From an optimization exercise on the open Yosys and OpenROAD flow, aimed at small area; shortcuts taken in it are not production practice. The RTL was checked by simulation tests, not by an equivalence proof against the original design. In every run shown here, the design's own scripts or RTL, not TritonCTS, make the clock network. The flow treats the clock pin as an ideal source. Dropping or thinning the clock tree relies on that and would not hold on a real chip. Power is estimated from default activity; no workload was simulated.

**design/flow/flow/run.sh**
```bash
#!/bin/bash
# Own layout flow: the standard ORFS flow, except
#  - synthesis (flow/own_synth.tcl) maps logic for area: only full adders become
#    adder cells, and ABC runs area scripts with several random seeds, keeping
#    the smallest netlist; its registers are checked against the standard
#    synthesis, which is used instead if they differ;
#  - ports are buffered with buf_1 cells;
#  - the clock tree is one level of clkbuf_8 cells (flow/cts_hook.tcl), each
#    driving a third of the flip-flops; the clock port drives only them;
#  - one tie cell drives the constant outputs.
# Every tool's output goes to a log file in this folder.
set -uo pipefail
W=$PWD
P=$FLOW_PLATFORM
ARGS=$(grep -m1 '^make -C' standard.sh | sed -E 's/.*SYNTH_SCRIPT=[^ ]+ //; s/"\$\{@:-finish\}"//')
export OWN_ABC_SCRIPT="$W/flow/area.abc $W/flow/area2.abc"
export OWN_ABC_SEEDS="0 1 2 3 4 5 6 7 8 9 10 11"
# extra make arguments for the layout steps, one per line
EXTRA=()
if [[ -f flow/extra_args.txt ]]; then mapfile -t EXTRA < flow/extra_args.txt; fi
EXTRA=("${EXTRA[@]//@W@/$W}")

regs() { grep -oE '^ *sky130_fd_sc_hd__(df|edf|sdf|dl)[a-z]*_[0-9]+ +[^ ]+' "$1" | sed -E 's/_[0-9]+ +/ /; s/^ *//' | sort; }

# 1. standard synthesis, for reference
make -C $FLOW_HOME DESIGN_CONFIG=$FLOW_CONFIG WORK_HOME=$W/ref CLKGATE_MAP_FILE= SYNTH_SCRIPT=$W/synth_recipe.tcl $ARGS synth > ref_synth.log 2>&1
regs ref/results/$P/calculator/base/1_2_yosys.v > ref_regs.txt

# 2. own synthesis
make -C $FLOW_HOME DESIGN_CONFIG=$FLOW_CONFIG WORK_HOME=$W/orfs CLKGATE_MAP_FILE= SYNTH_SCRIPT=$W/flow/own_synth.tcl $ARGS synth > own_synth.log 2>&1
regs orfs/results/$P/calculator/base/1_2_yosys.v > own_regs.txt
if ! cmp -s ref_regs.txt own_regs.txt || [ ! -s own_regs.txt ]; then
  echo "registers differ from the standard synthesis: using it" > fallback.log
  rm -rf orfs
  SYN=$W/synth_recipe.tcl
else
  SYN=$W/flow/own_synth.tcl
fi

# 3. rest of the flow
make -C $FLOW_HOME DESIGN_CONFIG=$FLOW_CONFIG WORK_HOME=$W/orfs CLKGATE_MAP_FILE= SYNTH_SCRIPT=$SYN $ARGS \
  BUFFER_PORTS_ARGS="-buffer_cell sky130_fd_sc_hd__buf_1" "${EXTRA[@]}" finish > own_finish.log 2>&1

ODB=$W/orfs/results/$P/calculator/base/6_final.odb
if [[ -f $ODB ]]; then
  : # left out here: write the final layout as DEF
fi
```
**design/flow/flow/area.abc**
```
strash
&get -n
&deepsyn -T 30 -S @SEED@
&put
dch -f
amap
strash
dch -f
amap
strash
dch -f
amap
```
**design/flow/flow/area2.abc**
```
strash
&get -n
&deepsyn -T 30 -S @SEED@
&put
&st
&dch -f
&nf -a
&put
strash
dch -f
amap
```
**design/flow/flow/cts_hook.tcl**
```tcl
# Sourced before ORFS's CTS step: replaces TritonCTS by a one-level clock
# tree.  The clock net's sinks are split by x position into OWN_CTS_GROUPS
# groups of equal size, each driven by one OWN_CTS_BUF placed at its
# group's centre.  The clock port then drives only these buffers.
rename clock_tree_synthesis tritoncts_clock_tree_synthesis
proc clock_tree_synthesis {args} {
  set ngroups $::env(OWN_CTS_GROUPS)
  set block [ord::get_db_block]
  set db [ord::get_db]
  set master [$db findMaster $::env(OWN_CTS_BUF)]
  set clk [$block findNet $::env(OWN_CTS_NET)]
  set sinks {}
  foreach it [$clk getITerms] {
    set inst [$it getInst]
    set loc [$inst getLocation]
    lappend sinks [list [lindex $loc 0] [lindex $loc 1] $it]
  }
  set sinks [lsort -integer -index 0 $sinks]
  set n [llength $sinks]
  puts "own CTS: $n sinks, $ngroups buffers of [$master getName]"
  for {set g 0} {$g < $ngroups} {incr g} {
    set lo [expr {$g * $n / $ngroups}]
    set hi [expr {($g + 1) * $n / $ngroups - 1}]
    set grp [lrange $sinks $lo $hi]
    set sx 0; set sy 0
    foreach s $grp { incr sx [lindex $s 0]; incr sy [lindex $s 1] }
    set cx [expr {$sx / [llength $grp]}]
    set cy [expr {$sy / [llength $grp]}]
    set buf [odb::dbInst_create $block $master "clkbuf_own_$g"]
    set net [odb::dbNet_create $block "clknet_own_$g"]
    $net setSigType CLOCK
    [$buf findITerm A] connect $clk
    [$buf findITerm X] connect $net
    foreach s $grp {
      set it [lindex $s 2]
      $it disconnect
      $it connect $net
    }
    $buf setLocation $cx $cy
    $buf setPlacementStatus PLACED
    puts "own CTS: clkbuf_own_$g drives [llength $grp] sinks at ($cx, $cy)"
  }
  $clk setSigType CLOCK
}
```
**design/flow/flow/extra_args.txt**
```
PRE_CTS_TCL=@W@/flow/cts_hook.tcl
OWN_CTS_GROUPS=3
OWN_CTS_BUF=sky130_fd_sc_hd__clkbuf_8
OWN_CTS_NET=clk
SKIP_REPAIR_TIE_FANOUT=1
```
**design/flow/flow/own_synth.tcl**
```tcl
# Same as synth_recipe.tcl (standard synthesis), except that only full adders
# (not half adders) are extracted into adder cells, and ABC maps for area with
# each script in OWN_ABC_SCRIPT (flow/area*.abc), tried with each random seed
# in OWN_ABC_SEEDS; the smallest netlist is kept.  Registers are untouched.
proc synth {args} { yosys synth -nofsm -noshare {*}$args }
proc extract_fa {args} { yosys extract_fa -fa }
proc abc {args} {
  set keep {}
  set libs {}
  set skip 0
  set prev ""
  foreach a $args {
    if {$skip} { set skip 0; continue }
    if {$a eq "-script" || $a eq "-D" || $a eq "-constr"} { set skip 1; continue }
    lappend keep $a
    if {$prev eq "-liberty"} { lappend libs -liberty $a }
    set prev $a
  }
  yosys design -save own_pre_abc
  set best_area ""
  set best_script ""
  set t 0
  foreach tfile $::env(OWN_ABC_SCRIPT) {
    incr t
    set fd [open $tfile r]
    set template [read $fd]
    close $fd
    foreach seed $::env(OWN_ABC_SEEDS) {
      set script $::env(RESULTS_DIR)/own_area_${t}_$seed.abc
      set fd [open $script w]
      puts -nonewline $fd [string map [list @SEED@ $seed] $template]
      close $fd
      yosys design -load own_pre_abc
      yosys abc {*}$keep -script $script
      set statfile $::env(RESULTS_DIR)/own_abc_stat_${t}_$seed.txt
      yosys tee -q -o $statfile stat {*}$libs
      set fd [open $statfile r]
      set area ""
      foreach line [split [read $fd] "\n"] {
        if {[regexp {Chip area for module .*: ([0-9.]+)} $line -> a]} { set area $a }
      }
      close $fd
      puts "own flow: abc script $t seed $seed area $area"
      if {$area ne "" && ($best_area eq "" || $area < $best_area)} {
        set best_area $area
        set best_script $script
      }
    }
  }
  puts "own flow: keeping $best_script (area $best_area)"
  yosys design -load own_pre_abc
  yosys abc {*}$keep -script $best_script
}
source $::env(SCRIPTS_DIR)/synth.tcl
# left out here: clear keep_hierarchy, flatten, clean up, hide names made inside functions, write 1_2_yosys.v
```
**design/flow/standard.sh**
```bash
#!/bin/bash
# synth_recipe.tcl (not shown) runs the flow's synth.tcl, then flattens the netlist and writes it again
# the make line also repeats each setting of config.mk as NAME=value (left out here)
make -C /OpenROAD-flow-scripts/flow DESIGN_CONFIG=/design/flow/config.mk WORK_HOME=/design/flow/orfs CLKGATE_MAP_FILE= SYNTH_SCRIPT=/design/flow/synth_recipe.tcl "${@:-finish}"
```
**design/flow/config.mk**
```make
export PLATFORM = sky130hd
export DESIGN_NAME = calculator
export DESIGN_NICKNAME = calculator
export VERILOG_FILES = /design/flow/design.v
export SDC_FILE = /design/flow/constraint.sdc
export NUM_CORES = 4
export LEC_CHECK = 0
export CAP_MARGIN = 20
export CORE_MARGIN = 2
export CORE_UTILIZATION = 40
export SLEW_MARGIN = 20
```
**design/flow/constraint.sdc**
```tcl
create_clock -name core_clock -period 85.0 [get_ports {clk}]
set_input_delay 17.0000 -clock core_clock [delete_from_list [all_inputs] [get_ports {clk}]]
set_output_delay 17.0000 -clock core_clock [all_outputs]
set_load 0.01 [all_outputs]
```
**design/flow/design.v**
```verilog
module calculator #(parameter BCDdigits = 2, parameter cols_count = 4, parameter rows_count = 4)(
  input clk, rst, start,
  output [cols_count-1:0] cols,
  input  [rows_count-1:0] rows,
  output reg [7:0] digit1, digit2, digit3, digit4,
  output reg sign);
  reg [1:0] c;           
  reg       busy;        
  wire      rnz = |rows;
  always @(posedge clk) begin
    busy <= rnz;
    if (!rst) c <= 2'd0;
    else if (start & ~busy & ~rnz) c <= {c[1] ^ c[0], ~c[0]};
  end
  assign cols = {c[1] & c[0], c[1] & ~c[0], ~c[1] & c[0], ~c[1] & ~c[0]};
  wire ev = ~busy & rnz;                          
  wire [3:0] k = {rows[0] | rows[1], rows[0] | rows[2], c};
  wire kdig = ~k[3] | (~k[2] & ~k[1]);            
  wire kop  = k[3] & (k[2] ^ k[1]);               
  wire keq  = k[3] & k[2] & k[1] & ~k[0];         
  wire kclr = k[3] & k[2] & k[1] & k[0];          
  reg e, f;
  reg [1:0] op, nop;     
  reg s;                 
  reg F;                 
  reg act;               
  reg [5:0] cnt;
  reg [15:0] d;          
  reg [13:0] q;          
  wire [7:0] A = d[15:8];
  wire [3:0] st = cnt[3:0];
  wire [1:0] slot = cnt[5:4];
  function [1:0] fa(input a, input b, input ci); fa = {(a & b) | (ci & (a ^ b)), a ^ b ^ ci}; endfunction
  function [1:0] ha(input a, input b); ha = {a & b, a ^ b}; endfunction
  wire [3:0] h = d[7:4], l = d[3:0];
  wire [1:0] b1 = ha(l[1], h[0]);
  wire [1:0] b2 = fa(l[2], h[1], b1[1]);
  wire [1:0] b3a = fa(l[3], h[2], h[0]);
  wire [1:0] b3 = ha(b3a[0], b2[1]);
  wire [1:0] b4a = fa(h[3], h[1], b3a[1]);
  wire [1:0] b4 = ha(b4a[0], b3[1]);
  wire [1:0] b5a = fa(h[2], b4a[1], b4[1]);
  wire [1:0] b6 = ha(h[3], b5a[1]);
  wire [7:0] B = {b6[1], b6[0], b5a[0], b4[0], b3[0], b2[0], b1[0], l[0]};
  wire bz = ~|d[7:0];
  wire mul = ~op[1] & ~op[0];
  wire div = ~op[1] & op[0];
  wire sub = op[1] & (op[0] ^ s);
  wire cmp   = act & ~e;
  wire pass1 = cmp & (slot == 2'd0) & ~(st[3] & st[2] & st[1]);
  wire pass2 = cmp & (slot == 2'd1) & ~(st[3] & st[2] & st[1]) & sub;
  wire dab   = cmp & (slot == 2'd2) & ~(st[3] & st[2] & st[1]);
  wire errf  = cmp & (slot == 2'd3) & F;
  wire right = (pass1 & ~div) | pass2;
  wire divp  = cmp & div & ((slot == 2'd0) | ((slot == 2'd1) & ~(st[3] & st[2])));
  wire dsft  = divp & ~cnt[0];
  wire dsub  = divp & cnt[0];
  wire q0 = q[0] & ~(pass1 & F);
  wire st0 = ~(st[3] | st[2] | st[1] | st[0]);
  wire [7:0] X = A;
  wire [7:0] Y = dsub ? ~B : (pass1 & ~div & (mul ? q0 : st0)) ? B : 8'd0;
  wire cin = dsub | (~(mul & pass1) & (q0 ^ (pass1 ? sub : ~F)));
  wire [8:0] cy;
  wire [7:0] sm;
  assign cy[0] = cin;
  genvar gi;
  generate for (gi = 0; gi < 8; gi = gi + 1) begin : add
    assign {cy[gi+1], sm[gi]} = fa(X[gi], Y[gi], cy[gi]);
  end endgenerate
  wire [8:0] sum = {cy[8], sm};
  wire ge = ~bz & ~F & (q[0] | sum[8]);    
  wire [7:0] An = dsub ? sum[7:0] : sum[8:1];
  function [3:0] c3(input [3:0] n, input en);
    reg g;
    begin
      g = en & (n[3] | (n[2] & (n[1] | n[0])));
      c3 = {n[3] | g,
            g ? n[3] & n[0] : n[2],
            g ? (n[2] & n[1] & n[0]) | (n[3] & ~n[0]) : n[1],
            g ? ~n[0] & (n[1] | n[3]) : n[0]};
    end
  endfunction
  wire [15:0] dc = {d[15:12], c3(d[11:8], dab), c3(d[7:4], dab), c3(d[3:0], dab)};
  wire ovf5 = d[15] | (d[14] & (d[13] | d[12]));
  wire [1:0] ei = ~cnt[1:0];
  wire ebit = k[ei] & ~(e & ~f & ~kdig);
  wire pbit = ((st[3] | st[2]) & ~st[0]) | (st[3] & st[1] & st[0]);
  wire ent = act & e;
  wire shl_hi = dab | errf;                                   
  wire shl = (ent & ~(cnt[5] | cnt[4] | cnt[3] | cnt[2])) | shl_hi;   
  wire sbit = errf ? pbit : dab ? q[13] : ebit;
  wire go   = ev & ~act;
  wire eNEW = go & (~(e | f) | (e & ~f & ~kdig & ~kop) | (e & f & kclr));
  wire eDIG = go & e & kdig;
  wire eOP2 = go & ~e & f;
  wire eCMP = go & e & (kop | (f & keq));
  wire clr_all = eNEW | eOP2 | (cmp & (cnt == 6'd31));
  always @(posedge clk)
    cnt <= go ? 6'd0 : cnt ^ {&cnt[4:0], &cnt[3:0], &cnt[2:0], &cnt[1:0], cnt[0], 1'b1};
  always @(posedge clk) begin
    if (!rst) begin
      e <= 1'b0; f <= 1'b0; act <= 1'b0;
    end else begin
      if (eNEW) begin e <= 1'b1; f <= 1'b0; end
      if (eOP2) begin e <= 1'b1; f <= 1'b1; end
      if (eCMP) begin e <= 1'b0; f <= ~keq; end
      if (go) act <= 1'b1;
      else if ((e & cnt == 6'd3) | (~e & cnt == 6'd63)) act <= 1'b0;
    end
    if (eNEW) begin op <= 2'b10; s <= 1'b0; F <= 1'b1; end
    if (eCMP) nop <= k[1:0];
    if (cmp & cnt == 6'd14) begin
      if (~div) F <= (mul & |A) | (sub & A[0]);
      if (div & bz) s <= 1'b0;
    end
    if (cmp & cnt == 6'd30 & sub) s <= s ^ F;
    if (cmp & cnt == 6'd31 & ~mul) F <= 1'b0;
    if (dab & ovf5) F <= 1'b1;
    if (cmp & cnt == 6'd63) op <= nop;
    if (clr_all) d <= 16'd0;
    else begin
      if (shl) d[7:0] <= {dc[6:0], sbit};
      if (shl_hi | dsft) d[15:8] <= {dc[14:8], dsft ? q[13] : dc[7]};
      else if (right | (dsub & ge)) d[15:8] <= An;
    end
    if (right) q <= {sum[0], q[13:1]};
    else if (dsft | dab) q <= {q[12:0], dsft ? A[7] : q[13]};
    else if (dsub) q[0] <= ge;
  end
  localparam [15:0] SA = 16'h07ed, SB = 16'h039f, SC = 16'h03fb, SD = 16'h076d,
                    SE = 16'h0d45, SF = 16'h0771, SG = 16'h0f7c;
  function [7:0] seg(input [3:0] n);
    seg = {1'b0, SA[n], SB[n], SC[n], SD[n], SE[n], SF[n], SG[n]};
  endfunction
  function [7:0] seg09(input [3:0] n, input e10);
    seg09 = {1'b0,
      n[3] | (~n[2] & ~n[0]) | (n[2] & n[0]) | n[1],
      e10 ? (~n[3] & ~n[2]) | (n[3] & ~n[1]) | (~n[1] & ~n[0]) | (n[1] & n[0])
          : ~n[2] | (~n[1] & ~n[0]) | (n[1] & n[0]),
      n[2] | ~n[1] | n[0],
      n[3] | (~n[2] & n[1]) | (~n[2] & ~n[0]) | (n[2] & ~n[1] & n[0]) | (n[1] & ~n[0]),
      (~n[2] & ~n[0]) | (n[1] & ~n[0]),
      n[3] | (n[2] & ~n[1]) | (n[2] & ~n[0]) | (~n[1] & ~n[0]),
      n[3] | (~n[2] & n[1]) | (n[2] & ~n[1]) | (n[2] & ~n[0])};
  endfunction
  always @* begin
    digit1 = seg09(d[15:12], 1'b0);
    digit2 = seg09(d[11:8], 1'b1);
    digit3 = seg(d[7:4]);
    digit4 = seg(d[3:0]);
    sign = s & ~e;
  end
endmodule
```
==> results.sh, run 1 <==
export IMPL_ant_nets=0
export IMPL_p_sw_uw=45.0
export IMPL_syn_to_final_growth_pct=9.45
export IMPL_p_leak_uw=0.00108
export IMPL_drcViolationCount=0
export IMPL_drt_pass1_iterations=4
export IMPL_synth_cell_types=38
export IMPL_wl_per_cell_um=13.9
export IMPL_die_h_um=91.4
export IMPL_num_vias=2898
export IMPL_crit_path_end_kind="register"
export IMPL_fin_worst_skew_ps=6.64
export IMPL_synth_warnings=1
export IMPL_diodes=0
export IMPL_slew_headroom_pct=38.2
export IMPL_clockPowerShare_pct=9.7
export IMPL_num_rows=31
export IMPL_die_x_um=91.4
export IMPL_clk_pin_slew_ps=100
export IMPL_ys_ff_latch=48
export IMPL_crit_type="input port to register"
export IMPL_grt_pass1_wl_um=12900
export IMPL_grt_max_degree=23
export IMPL_cts_resized=0
export IMPL_place_area_um2=3310
export IMPL_drv_cap=0
export IMPL_status="timing/DRC/antenna clean"
export IMPL_netlist_instances=393
export IMPL_layout_nets=453
export IMPL_port_buffers=39
export IMPL_power_internal_uw=49.6
export IMPL_finalWeightedCongestion=0.878
export IMPL_holdPathStages=1
export IMPL_post_route_period_util_pct=23.3
export IMPL_postCtsHoldBufs=0
export IMPL_grt_overflow_total=0
export IMPL_start_kind="input port"
export IMPL_vdd_ir_drop_max_mv=0.0162
export IMPL_wirelength_um=7380
export IMPL_synth_edf_count=18
export IMPL_seqPwrFrac_pct=38.9
export IMPL_cp_max_fo=8
export IMPL_tightest_slew_ps=920
export IMPL_die_area_um2=8360
export IMPL_core_region_area_um2=7330
export IMPL_p_per_area_nw_per_um2=28.3
export IMPL_clk_insertion_delay_late_ps=160
export IMPL_setup_tns_ps=0
export IMPL_grt_pass1_vias=2678
export IMPL_synth_async_sr_flop_share_pct=0
export IMPL_hold_class="register to register"
export IMPL_crit_start="rows[0]"
export IMPL_synth_avg_cell_area_um2=7.78
export IMPL_finalMaxSlewViolations=0
export IMPL_regToRegStartpoint="cnt[4]"
export IMPL_final_layout_size_suffix_gt1_share_pct=0.926
export IMPL_ioPinCount=44
export IMPL_hold_viol=0
export IMPL_switching_share_pct=47.6
export IMPL_fmax_mhz=50.5
export IMPL_synthFlopType="dfxtp_1"
export IMPL_hpwl_um=5720
export IMPL_netlist_area_um2=3060
export IMPL_synth_fp_nets=412
export IMPL_start_util_pct=41.7
export IMPL_whs_ps=490
export IMPL_final_cell_area_um2=3350
export IMPL_antenna_found_initial=0
export IMPL_cp_data_required_time_ps=85030
export IMPL_post_route_min_period_ps=19790
export IMPL_crit_arrival_ps=19820
export IMPL_cts_setup_buffers=0
export IMPL_r2r_cells=22
export IMPL_setup_violations=0
export IMPL_comb_power_share_pct=51.4
export IMPL_min_delay_start="cnt[5]"
export IMPL_grt_total_usage_pct=17.8
export IMPL_via_per_inst=5.46
export IMPL_drtIter0Drc=162
export IMPL_rsz0062_at_grt="false"
export IMPL_synth_seq_area_share_pct=37.3
[flip-flops by register name, indices dropped and copies added (netlist names)]
| signal | count |
|---|---|
| nop | 2 |
| s | 1 |
| q | 14 |
| busy | 1 |
| d | 16 |
| F | 1 |
| c | 2 |
| e | 1 |
| act | 1 |
| cnt | 6 |
| f | 1 |
| op | 2 |
[cells in the final DEF, fill, tap and decap left out, types with 9 or more instances in the layout]
cell      count
nand2_1      33
fa_1         12
buf_1        39
clkinv_1     66
o21ai_0      22
edfxtp_1     18
nor2_1       73
nor3_1       25
dfxtp_1      30
o22a_1       12
a21oi_1      23
o221ai_1      9
[logic make-up (layout without fill, tap and decap cells)]
| family | Yosys count | after routing | share of synthesized area [%] |
|---|---|---|---|
| buf+inv | 70 | 109 | 9.08 |
| compound gates | 105 | 105 | 23.4 |
| simple gates | 157 | 157 | 22.2 |
| fa+ha+maj | 12 | 12 | 7.86 |
| other cells | 1 | 1 | 0.123 |
| flops | 48 | 48 | 37.3 |
[per-layer routing]
| metal | track usage (%) | vias up | part of all wire, % |
|---|---|---|---|
| li1 | - | 1470 | - |
| met1 | 27.2 | 1355 | 50 |
| met2 | 28.9 | 69 | 45 |
| met3 | 0.830 | 4 | 4.8 |
| met4 | 1.26 | 0 | 0.75 |
| met5 | 0 | - | 0 |
[critical path, stage by stage]
cell      delay [ps]
buf_1            120
nor2_1            90
clkinv_1          60
nor3_1            60
nor3_1           660
clkinv_1         250
or3_1            410
nor3_1           210
o21a_1           190
nor3_1           100
nand4_1          270
o21a_1           180
o22a_1           120
o221ai_1         110
[stage by stage]
step / power (uW) / setup slack (ps) / std cells / utilization, %
2_1_floorplan: 70.7 / 65730 / 393 / -
3_3_place_gp: 85.7 / 65210 / 528 / 45.1
3_5_place_dp: 85.8 / 65080 / 528 / 45.1
4_1_cts: 92.7 / 65050 / 531 / 45.7
5_1_grt: 104 / 64870 / 531 / 45.7
6_report: 94.6 / 65210 / 531 / 45.7
[synthesized netlist by cell type (2+ instances only)]
| cell | n | share of area [%] |
|---|---|---|
| fa_1 | 12 | 7.9 |
| o22ai_1 | 6 | 1.2 |
| clkinv_1 | 66 | 8.1 |
| a211oi_1 | 3 | 0.74 |
| nor3_1 | 25 | 4.1 |
| edfxtp_1 | 18 | 18 |
| buf_4 | 4 | 0.98 |
| a22oi_1 | 2 | 0.49 |
| nor2_1 | 73 | 9.0 |
| nand2_1 | 33 | 4.1 |
| a221oi_1 | 5 | 1.4 |
| nor2b_1 | 5 | 1.0 |
| a31oi_1 | 4 | 0.82 |
| or2_0 | 4 | 0.82 |
| dfxtp_1 | 30 | 20 |
| nand3_1 | 5 | 0.82 |
| o22a_1 | 12 | 3.4 |
| o21a_1 | 3 | 0.74 |
| a2111oi_0 | 2 | 0.57 |
| a311oi_1 | 2 | 0.57 |
| o211ai_1 | 3 | 0.74 |
| or3_1 | 6 | 1.2 |
| a21oi_1 | 23 | 3.8 |
| o221ai_1 | 9 | 2.6 |
| o21ai_0 | 22 | 3.6 |
| nand4_1 | 4 | 0.82 |
[final timing paths]
| path | endpoint | slack, ps |
|---|---|---|
| max | d[11] | 65210 |
| min | cnt[5] | 490 |
| max reg2reg | d[11] | 78880 |
| min reg2reg | cnt[5] | 490 |
[layout make-up]
type / instances / area, um2
tap: 99 / 124
sequential: 48 / 1140
fill: 756 / 3980
timing repair buffer: 40 / 154
inverter: 66 / 248
buffer: 3 / 41.3
multi-input combinational: 275 / 1640
[power groups by stage]
stage / logic (uW) / registers, uW / clock network, uW
global route: 55.4 / 37.9 / 10.4
detailed placement: 48.6 / 37.2 / 0
finish: 48.6 / 36.8 / 9.22
global placement: 48.5 / 37.2 / 0
floorplan: 35.6 / 35.2 / 0
CTS: 48.8 / 37.3 / 6.62
==> run 2, diff against run 1 <==
--- a/design/flow/flow/own_synth.tcl
+++ b/design/flow/flow/own_synth.tcl
@@ -45,10 +45,10 @@
         set best_area $area
         set best_script $script
+        yosys design -save own_best_abc
       }
     }
   }
-  puts "own flow: keeping $best_script (area $best_area)"
-  yosys design -load own_pre_abc
-  yosys abc {*}$keep -script $best_script
+  puts "own flow: keeping the netlist of $best_script (area $best_area)"
+  yosys design -load own_best_abc
 }
 source $::env(SCRIPTS_DIR)/synth.tcl
==> results.sh, run 2 <==
export IMPL_status="timing/DRC/antenna clean"
export IMPL_synth_cell_types=32
export IMPL_synth_async_sr_flop_share_pct=0
export IMPL_regMostFlops="d"
export IMPL_ys_ff_latch=48
export IMPL_grt_pass1_vias=2676
export IMPL_drcViolationCount=0
export IMPL_netlist_instances=389
export IMPL_syn_to_final_growth_pct=9.88
export IMPL_switching_share_pct=48.1
export IMPL_clk_pin_slew_ps=100
export IMPL_largest_reg_flops=16
export IMPL_final_layout_size_suffix_gt1_share_pct=1.40
export IMPL_setup_violations=0
export IMPL_synth_avg_cell_area_um2=7.84
export IMPL_setup_tns_ps=0
export IMPL_post_route_min_period_ps=19770
export IMPL_synth_most_common_cell="nor2_1"
export IMPL_num_rows=31
export IMPL_synth_seq_area_share_pct=37.4
export IMPL_drtIter0Drc=194
export IMPL_grt_max_degree=22
export IMPL_drt_pass1_iterations=4
export IMPL_yosys_area_top_type="dfxtp_1"
export IMPL_power_internal_uw=52.7
export IMPL_hold_class="register to register"
export IMPL_post_route_period_util_pct=23.3
export IMPL_reg_top3="d: 16 flops, q: 14 flops, cnt: 6 flops"
export IMPL_clk_insertion_delay_late_ps=160
export IMPL_netlist_area_um2=3050
export IMPL_drv_cap=0
export IMPL_die_x_um=91.3
export IMPL_layout_commonest_cell="nor2_1"
export IMPL_grt_total_usage_pct=17.4
export IMPL_finalWeightedCongestion=0.905
export IMPL_postCtsHoldBufs=0
export IMPL_finalMaxSlewViolations=0
export IMPL_clockPowerShare_pct=9.1
export IMPL_antenna_found_initial=0
export IMPL_hold_viol=0
export IMPL_diodes=0
export IMPL_die_h_um=91.3
export IMPL_crit_path_end_kind="register"
export IMPL_holdPathStages=1
export IMPL_tightest_slew_ps=889
export IMPL_core_region_area_um2=7330
export IMPL_vdd_ir_drop_max_mv=0.0178
export IMPL_ant_nets=0
export IMPL_synth_top_area_share_pct=19.7
export IMPL_synth_warnings=1
export IMPL_synth_area_leaders="dfxtp_1, edfxtp_1, nor2_1"
export IMPL_ioPinCount=44
export IMPL_cts_resized=0
export IMPL_cp_max_fo=16
export IMPL_final_cell_mix="nor2_1, clkinv_1, buf_1"
export IMPL_fin_worst_skew_ps=16.8
export IMPL_die_area_um2=8340
export IMPL_layout_nets=450
export IMPL_cts_setup_buffers=0
export IMPL_cp_data_required_time_ps=85020
export IMPL_rrSetupSlack_ps=78910
export IMPL_wl_per_cell_um=14.1
export IMPL_seqPwrFrac_pct=37.5
export IMPL_hpwl_um=5810
export IMPL_port_buffers=39
export IMPL_synth_edf_count=18
export IMPL_synth_commonest_cells="nor2_1, clkinv_1, dfxtp_1"
export IMPL_crit_arrival_ps=19790
export IMPL_wirelength_um=7430
export IMPL_p_leak_uw=0.00111
export IMPL_crit_type="input port to register"
export IMPL_synthFlopType="dfxtp_1"
export IMPL_p_per_area_nw_per_um2=30.3
export IMPL_fin_cells=528
export IMPL_rsz0062_at_grt="false"
export IMPL_placedCellCount=525
export IMPL_synth_fp_nets=408
export IMPL_start_util_pct=41.6
export IMPL_p_sw_uw=48.8
export IMPL_slew_headroom_pct=40.2
export IMPL_grt_pass1_wl_um=12400
export IMPL_r2r_cells=22
export IMPL_grt_overflow_total=0
export IMPL_comb_power_share_pct=53.3
export IMPL_start_kind="input port"
export IMPL_num_vias=2900
export IMPL_via_per_inst=5.49
export IMPL_fmax_mhz=50.6
[run 2: changes by cell type after synthesis, sizes merged, moves of 4 or more]
| cell | change |
|---|---|
| a211oi | +8 |
| or3 | +4 |
| nor3 | -9 |
| nor2 | +6 |
| clkinv | -9 |
| nand2 | -4 |
| a31oi | +5 |
| o22ai | +4 |
| o221ai | -6 |
[run 2: per-stage QoR]
| stage | hold slack, ps | total power (uW) | utilization, % | instance area [um2] | worst slack [ps] |
|---|---|---|---|---|---|
| after CTS | 490 | 99.6 | 45.7 | 3350 | 65100 |
| after global routing | 530 | 111 | 45.7 | 3350 | 64900 |
| after global placement | 487 | 92.5 | 45.2 | 3310 | 65190 |
| final | 497 | 101 | 45.7 | 3350 | 65230 |
| after floorplan | 454 | 75.5 | - | 3050 | 65800 |
| after detailed placement | 490 | 92.8 | 45.2 | 3310 | 65110 |
[run 2: worst paths after layout]
path                            startpoint    end
worst min-delay path                nop[1]  op[1]
worst max-delay path               rows[0]   d[7]
worst max register to register      cnt[1]  d[11]
worst min register to register      nop[1]  op[1]
[run 2: layer usage]
metal	track usage, %	vias up	routed length [um]
li1	-	1474	-
met1	24.8	1333	3480
met2	30.1	82	3490
met3	0.830	11	360
met4	2.65	0	104
met5	0	-	0
[run 2: power groups by stage]
stage	Combinational, uW	Sequential (uW)	Clock, uW
2_1_floorplan	39.4	36.1	0
4_1_cts	54.4	38.6	6.62
6_report	54.1	38.1	9.28
3_3_place_gp	53.9	38.6	0
3_5_place_dp	54.3	38.6	0
5_1_grt	61.2	39.2	10.2
[run 2: layout make-up]
class | instances | area, um2
inverters | 57 | 214
repair buffers | 41 | 161
fillers | 773 | 3980
flip-flops and latches | 48 | 1140
plain buffers | 3 | 41.3
multi-input cells | 280 | 1670
well taps | 99 | 124
[run 2: cell families (layout without fill, tap and decap cells)]
logic type / count (synthesis) / after routing / synth area share, %
compound gates: 112 / 112 / 24.6
fa+ha+maj: 12 / 12 / 7.87
buf+inv: 61 / 101 / 8.00
flops: 48 / 48 / 37.4
other cells: 1 / 1 / 0.123
simple gates: 155 / 155 / 22.0
[run 2: critical path, stage by stage]
cell and delay (ps):
buf_1 120, nor2_1 90, clkinv_1 60, nor3_1 60, nor3_1 640, clkinv_1 230, or3_1 400, nor3_1 290
o21a_1 190, or3_1 530, o32ai_1 180
==> run 3, diff against run 2 <==
--- a/design/flow/flow/run.sh
+++ b/design/flow/flow/run.sh
@@ -14,5 +14,5 @@
 P=$FLOW_PLATFORM
 ARGS=$(grep -m1 '^make -C' standard.sh | sed -E 's/.*SYNTH_SCRIPT=[^ ]+ //; s/"\$\{@:-finish\}"//')
-export OWN_ABC_SCRIPT="$W/flow/area.abc $W/flow/area2.abc"
+export OWN_ABC_SCRIPT="$W/flow/area.abc $W/flow/area2.abc $W/flow/area3.abc"
 export OWN_ABC_SEEDS="0 1 2 3 4 5 6 7 8 9 10 11"
 # extra make arguments for the layout steps, one per line
==> design/flow/flow/area3.abc (new file) <==
strash
&get -n
&deepsyn -T 30 -S @SEED@
&put
dch -f
map -a
strash
dch -f
map -a
strash
dch -f
amap
==> results.sh, run 3 <==
export IMPL_status="timing/DRC/antenna clean"
export IMPL_p_per_area_nw_per_um2=28.2
export IMPL_yosys_area_top_type="dfxtp_1"
export IMPL_clk_pin_slew_ps=110
export IMPL_grt_pass1_vias=2573
export IMPL_ioPinCount=44
export IMPL_ant_nets=0
export IMPL_cts_setup_buffers=0
export IMPL_synth_seq_area_share_pct=37.6
export IMPL_drt_pass1_iterations=6
export IMPL_layout_commonest_cell="nor2_1"
export IMPL_drtIter0Drc=169
export IMPL_crit_type="input port to register"
export IMPL_hold_class="register to register"
export IMPL_grt_total_usage_pct=17.2
export IMPL_crit_path_end_kind="register"
export IMPL_grt_pass1_wl_um=12300
export IMPL_rsz0062_at_grt="false"
export IMPL_netlist_area_um2=3030
export IMPL_synth_async_sr_flop_share_pct=0
export IMPL_synthFlopType="dfxtp_1"
export IMPL_die_h_um=91.1
export IMPL_netlist_instances=381
export IMPL_die_x_um=91.1
export IMPL_final_layout_size_suffix_gt1_share_pct=1.19
export IMPL_antenna_found_initial=0
export IMPL_setup_violations=0
export IMPL_clk_insertion_delay_late_ps=170
export IMPL_via_per_inst=5.60
export IMPL_layout_nets=442
export IMPL_ys_ff_latch=48
export IMPL_postCtsHoldBufs=0
export IMPL_post_route_min_period_ps=20270
export IMPL_synth_area_leaders="dfxtp_1, edfxtp_1, nor2_1"
export IMPL_largest_reg_flops=16
export IMPL_cp_max_fo=10
export IMPL_finalWeightedCongestion=0.867
export IMPL_num_vias=2914
export IMPL_synth_cell_types=39
export IMPL_reg_top3="d: 16 flops, q: 14 flops, cnt: 6 flops"
export IMPL_wl_per_cell_um=14.3
export IMPL_drcViolationCount=0
export IMPL_setup_tns_ps=0
export IMPL_hpwl_um=5630
export IMPL_p_leak_uw=0.00108
export IMPL_fmax_mhz=49.3
export IMPL_regMostFlops="d"
export IMPL_synth_avg_cell_area_um2=7.96
export IMPL_die_area_um2=8290
export IMPL_tightest_slew_ps=819
export IMPL_fin_worst_skew_ps=12.3
export IMPL_final_cell_mix="nor2_1, clkinv_1, buf_1"
export IMPL_post_route_period_util_pct=23.8
export IMPL_num_rows=31
export IMPL_wirelength_um=7440
export IMPL_cp_data_required_time_ps=85060
export IMPL_fillCellCount=786
export IMPL_core_region_area_um2=7290
export IMPL_crit_arrival_ps=20320
export IMPL_synth_top_area_share_pct=19.8
export IMPL_regArea_um2=1140
export IMPL_start_util_pct=41.6
export IMPL_slew_headroom_pct=45.1
export IMPL_hold_viol=0
export IMPL_synth_edf_count=18
export IMPL_cts_resized=0
export IMPL_place_ws_ps=64610
export IMPL_finalWorstSetupSlack_ps=64730
export IMPL_diodes=0
export IMPL_multiInputGateArea_um2=1640
export IMPL_grt_max_degree=22
export IMPL_syn_to_final_growth_pct=9.78
export IMPL_start_kind="input port"
export IMPL_vdd_ir_drop_max_mv=0.0185
export IMPL_drv_cap=0
export IMPL_port_buffers=39
export IMPL_synth_fp_nets=400
export IMPL_finalMaxSlewViolations=0
export IMPL_synth_warnings=1
export IMPL_synth_commonest_cells="nor2_1, clkinv_1, dfxtp_1"
export IMPL_grt_overflow_total=0
export IMPL_synth_most_common_cell="nor2_1"
-- run 3: cell types whose count changed in the layout (fill, tap and decap cells not counted), moves of 3 or more --
cell	before	now
o21ai_0	22	28
a31oi_1	9	3
o211ai_1	1	4
a21oi_1	20	26
nand2_1	29	22
a222oi_1	0	3
o22ai_1	10	7
nor2_1	79	70
or3_1	10	1
nor3_1	16	25
or2_0	5	2
nor2b_1	4	1
a211oi_1	10	3
-- run 3: through the flow --
stage | power (uW) | instances | hold slack (ps) | area (um2) | util, %
global route | 101 | 520 | 555 | 3330 | 45.6
floorplan | 69.6 | 381 | 459 | 3030 | -
finish | 93.8 | 520 | 504 | 3330 | 45.6
detailed placement | 84.1 | 517 | 492 | 3290 | 45.1
global placement | 83.9 | 517 | 492 | 3290 | 45.1
CTS | 91.0 | 520 | 492 | 3330 | 45.6
-- run 3: cell type report --
| type | instances | area share [%] |
|---|---|---|
| buffer | 3 | 1.24 |
| inverter | 58 | 6.54 |
| tap | 99 | 3.72 |
| sequential | 48 | 34.3 |
| multi-input combinational | 271 | 49.4 |
| timing repair buffer | 41 | 4.85 |
-- run 3: kinds of logic after synthesis --
family	after synthesis	synth area share [%]
AOI/OAI and AO/OA	118	26.1
buffers and inverters	62	8.17
adders and majority gates	12	7.92
other	1	0.124
DFF	48	37.6
and+or+nand+nor	140	20.0
-- run 3: worst max-delay path: stages --
cell and delay [ps]:
buf_1 120, nor2_1 90, clkinv_1 60, nor3_1 60
nor3_1 670, clkinv_1 310, nor3_1 310, clkinv_1 140
nor3_1 240, nand2_1 120, o211ai_1 380, nor2_1 120
nand3_1 280, o22ai_1 130, a221o_1 280
-- run 3: final timing paths --
kind / startpoint / to / slack, ps / cells after the start
max: rows[0] / d[15] / 64730 / 15
min: nop[1] / op[1] / 500 / 1
max reg2reg: cnt[0] / d[11] / 79010 / 21
min reg2reg: nop[1] / op[1] / 500 / 1
-- run 3: per-layer routing --
layer	vias to the layer above	global-route usage [%]	part of all wire (%)
met5	-	0	0
met1	1366	25.7	48
met4	0	1.64	0.42
met2	94	28.2	46
li1	1449	-	-
met3	5	1.58	5.7
-- run 3: report_power, final --
group | switching, uW | internal, uW | total (uW)
combinational | 30.9 | 17.2 | 48.1
clock | 6.28 | 3.29 | 9.57
sequential | 7.34 | 28.7 | 36.1
total | 44.6 | 49.2 | 93.8

-- static timing again, ports no longer ideal --
The flow's constraints put no driver on any port. The routed layouts listed below were extracted and timed again, unchanged, in two steps.
Step 1, drivers: a clkbuf_16 drives clk and a buf_2 each remaining input, both assumed.
Step 2, shift: input delay + t, output delay - t, t = (earliest + latest rising clock arrival at the registers) / 2. This alone moves slack from input paths to output paths.
Slacks: ideal / step 1 / step 2; pairs: ideal / step 1.
| run | t, ns | setup WS [ns] | worst setup path at the end | latest minus earliest clock arrival (ns) | cell pins on the clock port's net |
|---|---|---|---|---|---|
| run 1 | 0.206 | 65.209 / 65.236 / 65.031 | input to register | 0.007 / 0.007 | 3 |
| run 2 | 0.205 | 65.234 / 65.260 / 65.055 | input to register | 0.017 / 0.016 | 3 |
| run 3 | 0.210 | 64.735 / 64.761 / 64.551 | input to register | 0.012 / 0.013 | 3 |
After both steps setup and hold are still met in every run listed. For run 3, which loses most, drivers alone change the setup slack by +0.026 ns; drivers and shift together by -0.184 ns.
